Source: an optimization exercise on an open RTL-to-GDS flow (aim: small area). Production flows keep margins and buffers that such runs may drop.

==> inputs of job 7156 <==
## dualcore
module dualcore(
    input clk,
    input reset,
    input  [24-1:0]  ins_code1_proc1,
    input  [24-1:0]  ins_code2_proc2,
    output [8-1:0]   pc_proc1_code1,
    output [8-1:0]   pc_proc2_code2,
    output [16-1:0] dataOut1,
    output [16-1:0] dataOut2
);
wire[2-1:0] rw_P1_C1,rw_P2_C2;
wire                  en_C1_P1,en_C2_P2;
wire [16-1:0] addr_P1_C1,addr_P2_C2;
wire [16-1:0] data_P1_C1,data_P2_C2;
wire [16-1:0] data_C1_P1,data_C2_P2;
wire[16-1:0]data_M_C1,data_M_C2;
wire en_M_C1,en_M_C2;
wire[2-1:0]rw_C1_M,rw_C2_M;
wire[16-1:0] addr_C1_M,addr_C2_M;
wire[16-1:0] data_C1_M,data_C2_M;
wire msg_C2_C1,msg_C1_C2;
wire allowRead_C2_C1,allowRead_C1_C2;
wire [16-1:0] allowReadAddr_C1_C2,allowReadAddr_C2_C1;
wire[16-1:0] addr_C2_C1,addr_C1_C2;
wire rm_C2_C1,rm_C1_C2,wm_C2_C1,wm_C1_C2;
processor P1(
    .clk(clk), .reset(reset),
    .instruction(ins_code1_proc1), .data(dataOut1), .pcCounter(pc_proc1_code1),
    .rwToMem(rw_P1_C1), .addrToMem(addr_P1_C1), .dataToMem(data_P1_C1),
    .cacheEn(en_C1_P1), .dataFromMem(data_C1_P1)
);
processor P2(
  ...
export LEC_CHECK = 0
export ABC_AREA = 1
export CAP_MARGIN = 20
export CORE_MARGIN = 2
export CORE_UTILIZATION = 40
export SLEW_MARGIN = 20
create_clock -name core_clock -period 10.0 [get_ports {clk}]
run.sh (not shown) runs the stock make flow with config.mk's settings and CLKGATE_MAP_FILE= SYNTH_SCRIPT=/design/flow/synth_recipe.tcl, a recipe that flattens the netlist after the stock synthesis.
==> inputs of job 3056, as changes to job 7156 <==
--- a/flow/design.v
+++ b/flow/design.v
@@ -18,35 +18,38 @@
 wire[16-1:0] insData = instruction[15:0];
 wire [16-1:0] rdata  = regFile[ri];
 assign pcCounter = counter;
 wire inMem = (state == 2'd2);
 assign rwToMem   = inMem ? {1'b0, op[1]} : 2'd2;
 assign addrToMem = insData;
 assign dataToMem = rdata;
+wire setW = (state == 2'd1) && (op == 4'd3);
+wire ldW  = (state == 2'd2) && cacheEn && !op[1];
+wire [16-1:0] wd = ({16{setW && !reset}} & insData) |
+                           ({16{ldW  && !reset}} & dataFromMem);
+integer k;
+always @(posedge clk)
+    for(k = 0; k < 4; k = k + 1)
+        if(reset || ((setW || ldW) && ri == k))
+            regFile[k] <= wd;
 always @(posedge clk) begin
     if(reset) begin
         data       <= 0;
         counter    <= 0;
         state      <= 2'd0;
-        regFile[0] <= 0;
-        regFile[1] <= 0;
-        regFile[2] <= 0;
-        regFile[3] <= 0;
     end
     else case(state)
         2'd0: state <= 2'd1;
         2'd1: case(op)
-            4'd0: begin counter <= counter + 1'b1; state <= 2'd0; end
-            4'd3: begin regFile[ri] <= insData; counter <= counter + 1'b1; state <= 2'd0; end
+            4'd0, 4'd3: begin counter <= counter + 1'b1; state <= 2'd0; end
             4'd4: begin data <= rdata; counter <= counter + 1'b1; state <= 2'd0; end
             4'd1, 4'd2: state <= 2'd2;
             default: state <= 2'd3;
         endcase
         2'd2: if(cacheEn) begin
-            if(!op[1]) regFile[ri] <= dataFromMem;
             counter <= counter + 1'b1;
             state   <= 2'd0;
         end
         default: ;
     endcase
 end
 endmodule
@@ -106,19 +109,16 @@
     if(reset) begin
         cacheEnToCPU         <= 0;
         havMsgToCache        <= 0;
         allowReadToCache     <= 1;
         rmToCache            <= 0;
         wmToCache            <= 0;
         state                <= 4'hb;
-        cacheLine            <= 0;
         stall                <= 0;
-        addr                 <= 0;
         allowReadToCacheAddr <= 0;
-        bcTag                <= 1;
     end
     else begin
         cacheEnToCPU <= 0;
         case(state)
             4'h1: begin
                 if(snoopRm) begin
                     havMsgToCache        <= 0;
@@ -358,87 +358,93 @@
 reg       prefer;    
 reg       cs;        
 reg       memEn;
 reg [4:0] maddr;
 reg [4:0] ph;
 assign memEnA = memEn & ~cs;
 assign memEnB = memEn &  cs;
-wire reqA = (rwFromCacheA != 2'd2);
-wire reqB = (rwFromCacheB != 2'd2);
-wire selB = prefer ? reqB : !reqA;
+wire reqA  = (rwFromCacheA != 2'd2);
+wire reqB  = (rwFromCacheB != 2'd2);
+wire idle  = (phase == 0);
+wire grant = idle && (reqA || reqB);
+wire selB  = prefer ? reqB : !reqA;
+wire [2-1:0] rwSel = selB ? rwFromCacheB : rwFromCacheA;
+wire [4:0] addrSel = selB ? addrFromCacheB[4:0] : addrFromCacheA[4:0];
 always @(posedge clk) begin
     if(reset) begin
         phase  <= 0;
-        isWr   <= 0;
         prefer <= 0;
-        cs     <= 0;
         memEn  <= 0;
-        maddr  <= 0;
     end
     else case(phase)
         3'd0: begin
             memEn <= 0;
-            if(reqA || reqB) begin
+            if(grant) begin
                 cs    <= selB;
-                isWr  <= selB ? rwFromCacheB == 2'd1 : rwFromCacheA == 2'd1;
-                maddr <= selB ? addrFromCacheB[4:0] : addrFromCacheA[4:0];
+                isWr  <= rwSel == 2'd1;
+                maddr <= addrSel;
                 phase <= 1;
             end
         end
         3'd6: begin
             memEn  <= 1;
             prefer <= ~cs;
             phase  <= 7;
         end
         3'd7: phase <= 0;
         default: phase <= phase + 1'b1;
     endcase
 end
-localparam integer NT = 6;
-localparam [29:0] TAPS = {5'd27, 5'd22, 5'd16, 5'd11, 5'd6, 5'd0};
-reg [16-1:0] ring [0:31];
-reg [31:0] valid;
 always @(posedge clk) begin
     if(reset) ph <= 0;
     else      ph <= ph + 1'b1;
 end
-wire busy = (phase != 0) && (phase != 7);
-wire [4:0] pos  = maddr + ph;
-wire [4:0] posw = pos + 1'b1;
-wire [16-1:0] wdata = cs ? dataFromCacheB : dataFromCacheA;
+wire       curB  = idle ? selB : cs;
+wire       curWr = idle ? (rwSel == 2'd1) : isWr;
+wire [4:0] pos   = (idle ? addrSel : maddr) + ph;
+wire       rdWin = !reset && (grant || (phase != 0 && phase != 7)) && !curWr;
+wire       wrWin = !reset && (grant || phase != 0) && curWr;
+wire [16-1:0] wdata = curB ? dataFromCacheB : dataFromCacheA;
+reg [16-1:0] ring [0:31];
+reg [2:0] zcnt;
+always @(posedge clk) begin
+    if(reset)              zcnt <= 0;
+    else if(zcnt != 3'd7)  zcnt <= zcnt + 1'b1;
+end
+wire zero = reset || (zcnt != 3'd7);
 reg [16-1:0] rdata;
 reg hit;
-integer j;
 always @* begin
-    rdata = 0;
-    hit   = 0;
-    for(j = 0; j < NT; j = j + 1)
-        if(pos == TAPS[5*j +: 5]) begin
-            hit = 1;
-            rdata = valid[TAPS[5*j +: 5]] ? ring[TAPS[5*j +: 5]] : 0;
-        end
+    hit = 1'b1;
+    case(pos)
+        5'd0:  rdata = ring[0];
+        5'd7:  rdata = ring[7];
+        5'd14: rdata = ring[14];
+        5'd21: rdata = ring[21];
+        5'd27: rdata = ring[27];
+        default: begin hit = 1'b0; rdata = {16{1'bx}}; end
+    endcase
 end
 genvar p;
 generate for(p = 0; p < 32; p = p + 1) begin : g_ring
     localparam integer PREV = (p + 31) % 32;
-    localparam IS_TAP = (p == 0) || (p == 6) || (p == 11) || (p == 16) || (p == 22) || (p == 27);
-    wire ins = IS_TAP && busy && isWr && (posw == p);
-    always @(posedge clk) begin
-        ring[p]  <= ins ? wdata : ring[PREV];
-        valid[p] <= reset ? 1'b0 : ins ? 1'b1 : valid[PREV];
+    if((p == 0) || (p == 7) || (p == 14) || (p == 21) || (p == 27)) begin : g_tap
+        wire ins = wrWin && (pos == PREV);
+        always @(posedge clk)
+            ring[p] <= ins ? wdata : zero ? {16{1'b0}} : ring[PREV];
+    end
+    else begin : g_pass
+        always @(posedge clk)
+            ring[p] <= ring[PREV];
     end
 end endgenerate
 always @(posedge clk) begin
-    if(reset) begin
-        dataToCacheA <= 0;
-        dataToCacheB <= 0;
-    end
-    else if(busy && !isWr && hit) begin
-        if(cs) dataToCacheB <= rdata;
-        else   dataToCacheA <= rdata;
+    if(rdWin && hit) begin
+        if(curB) dataToCacheB <= rdata;
+        else     dataToCacheA <= rdata;
     end
 end
 endmodule
 module dualcore(
     input clk,
     input reset,
     input  [24-1:0]  ins_code1_proc1,
==> flow/flow/run.sh (new file) <==
#!/bin/bash
# Own layout flow: the standard ORFS flow (standard.sh), with two changes:
#  - synthesis maps logic with an area-oriented ABC script (abc_area.script
#    here) instead of ORFS's delay-driven one; everything else in synthesis,
#    including flip-flop mapping, is the standard synthesis script
#    (synth_recipe.tcl), which synth.tcl here sources;
#  - the input and output port buffers are the smallest buffer cell.
# Each tool's output is in the ORFS logs under orfs/logs; make's own output
# goes to make.log in this folder.
set -euo pipefail
WORK=$(pwd)
export OWN_ABC_SCRIPT="$WORK/flow/abc_area.script"
export FLOW_SYNTH_TCL="$WORK/synth_recipe.tcl"
sed -e "s#SYNTH_SCRIPT=[^ ]*#SYNTH_SCRIPT=$WORK/flow/synth.tcl#" standard.sh > standard_own.sh
bash standard_own.sh "BUFFER_PORTS_ARGS=-buffer_cell sky130_fd_sc_hd__buf_1" finish > make.log 2>&1
==> flow/flow/abc_area.script (new file) <==
strash
ifraig
scorr
dc2
strash
&get -n
&dch -f
&nf -R 1000
&put
topo
==> flow/flow/synth.tcl (new file) <==
# The standard synthesis (synth_recipe.tcl), with ABC run on our own
# script: the -script argument that ORFS passes to abc is replaced.
proc abc {args} {
  set i [lsearch -exact $args -script]
  if { $i >= 0 } {
    lset args [expr { $i + 1 }] $::env(OWN_ABC_SCRIPT)
  }
  yosys abc {*}$args
}
source $::env(FLOW_SYNTH_TCL)
==> flow/standard.sh (new file) <==
#!/bin/bash
# synth_recipe.tcl (not shown) runs the flow's synth.tcl, then flattens the netlist and writes it again
# the make line also repeats each setting of config.mk as NAME=value (left out here)
make -C /OpenROAD-flow-scripts/flow DESIGN_CONFIG=/design/flow/config.mk WORK_HOME=/design/flow/orfs CLKGATE_MAP_FILE= SYNTH_SCRIPT=/design/flow/synth_recipe.tcl "${@:-finish}"
ABC_AREA = default   (was 1)
CTS_BUF_LIST = sky130_fd_sc_hd__clkbuf_16   (was default)
CTS_CLUSTER_DIAMETER = 60   (was default)
CTS_CLUSTER_SIZE = 25   (was default)
removed: flow/run.sh
==> summary of the runs <==
Core utilization: job 7156 is higher than job 3056 (0.30 points).
In job 7156 the flip-flop and latch count is higher than in job 3056, by 29.
Synthesized cell count: job 7156 is larger than job 3056 (71%).
Between job 7156 and job 3056, the lower synthesized area is in job 3056 (gap 17%, measured against job 3056).
In job 3056 the wire length is lower than in job 7156, by about 15%.
Against job 7156, the clock-buffer cell count of job 3056 is lower by 77.
In job 7156 the die area is larger than in job 3056, by about 17%.
Of job 3056 and job 7156, job 7156 has the higher via count (gap 25%, measured against job 7156).
In job 7156 the first-iteration DRC count is higher than in job 3056, by about 30%.
Function was not checked in any run of this note: the RTL went through the layout flow alone.

what the ideal ports hide:
The flow's constraints put no driver on any port. The routed layouts listed below were extracted and timed again, unchanged, in two steps. Step 1 (the two cells are an assumption about what drives the block):
set clk [get_ports {clk}]
set_driving_cell -lib_cell sky130_fd_sc_hd__clkbuf_16 $clk
set_driving_cell -lib_cell sky130_fd_sc_hd__buf_2 [delete_from_list [all_inputs] $clk]
Step 2 moves the port delays by t, midway between the first and last clock arrival at a register: inputs arrive t later, outputs are due t later. That takes back most of the time a late clock gives input paths. Slacks: ideal / step 1 / step 2; pairs: ideal / step 1.
run | shift t [ns] | setup slack, ns | worst data-port slew with drivers (ns)
job 7156 | 0.702 | 4.918 / 4.955 / 4.253 | 0.08
job 3056 | 0.694 | 2.541 / 2.541 / 2.541 | 0.07
After both steps setup and hold are still met in every run listed. The setup slack of job 7156, which loses most, moves by +0.037 ns with the drivers and by -0.665 ns with both steps.
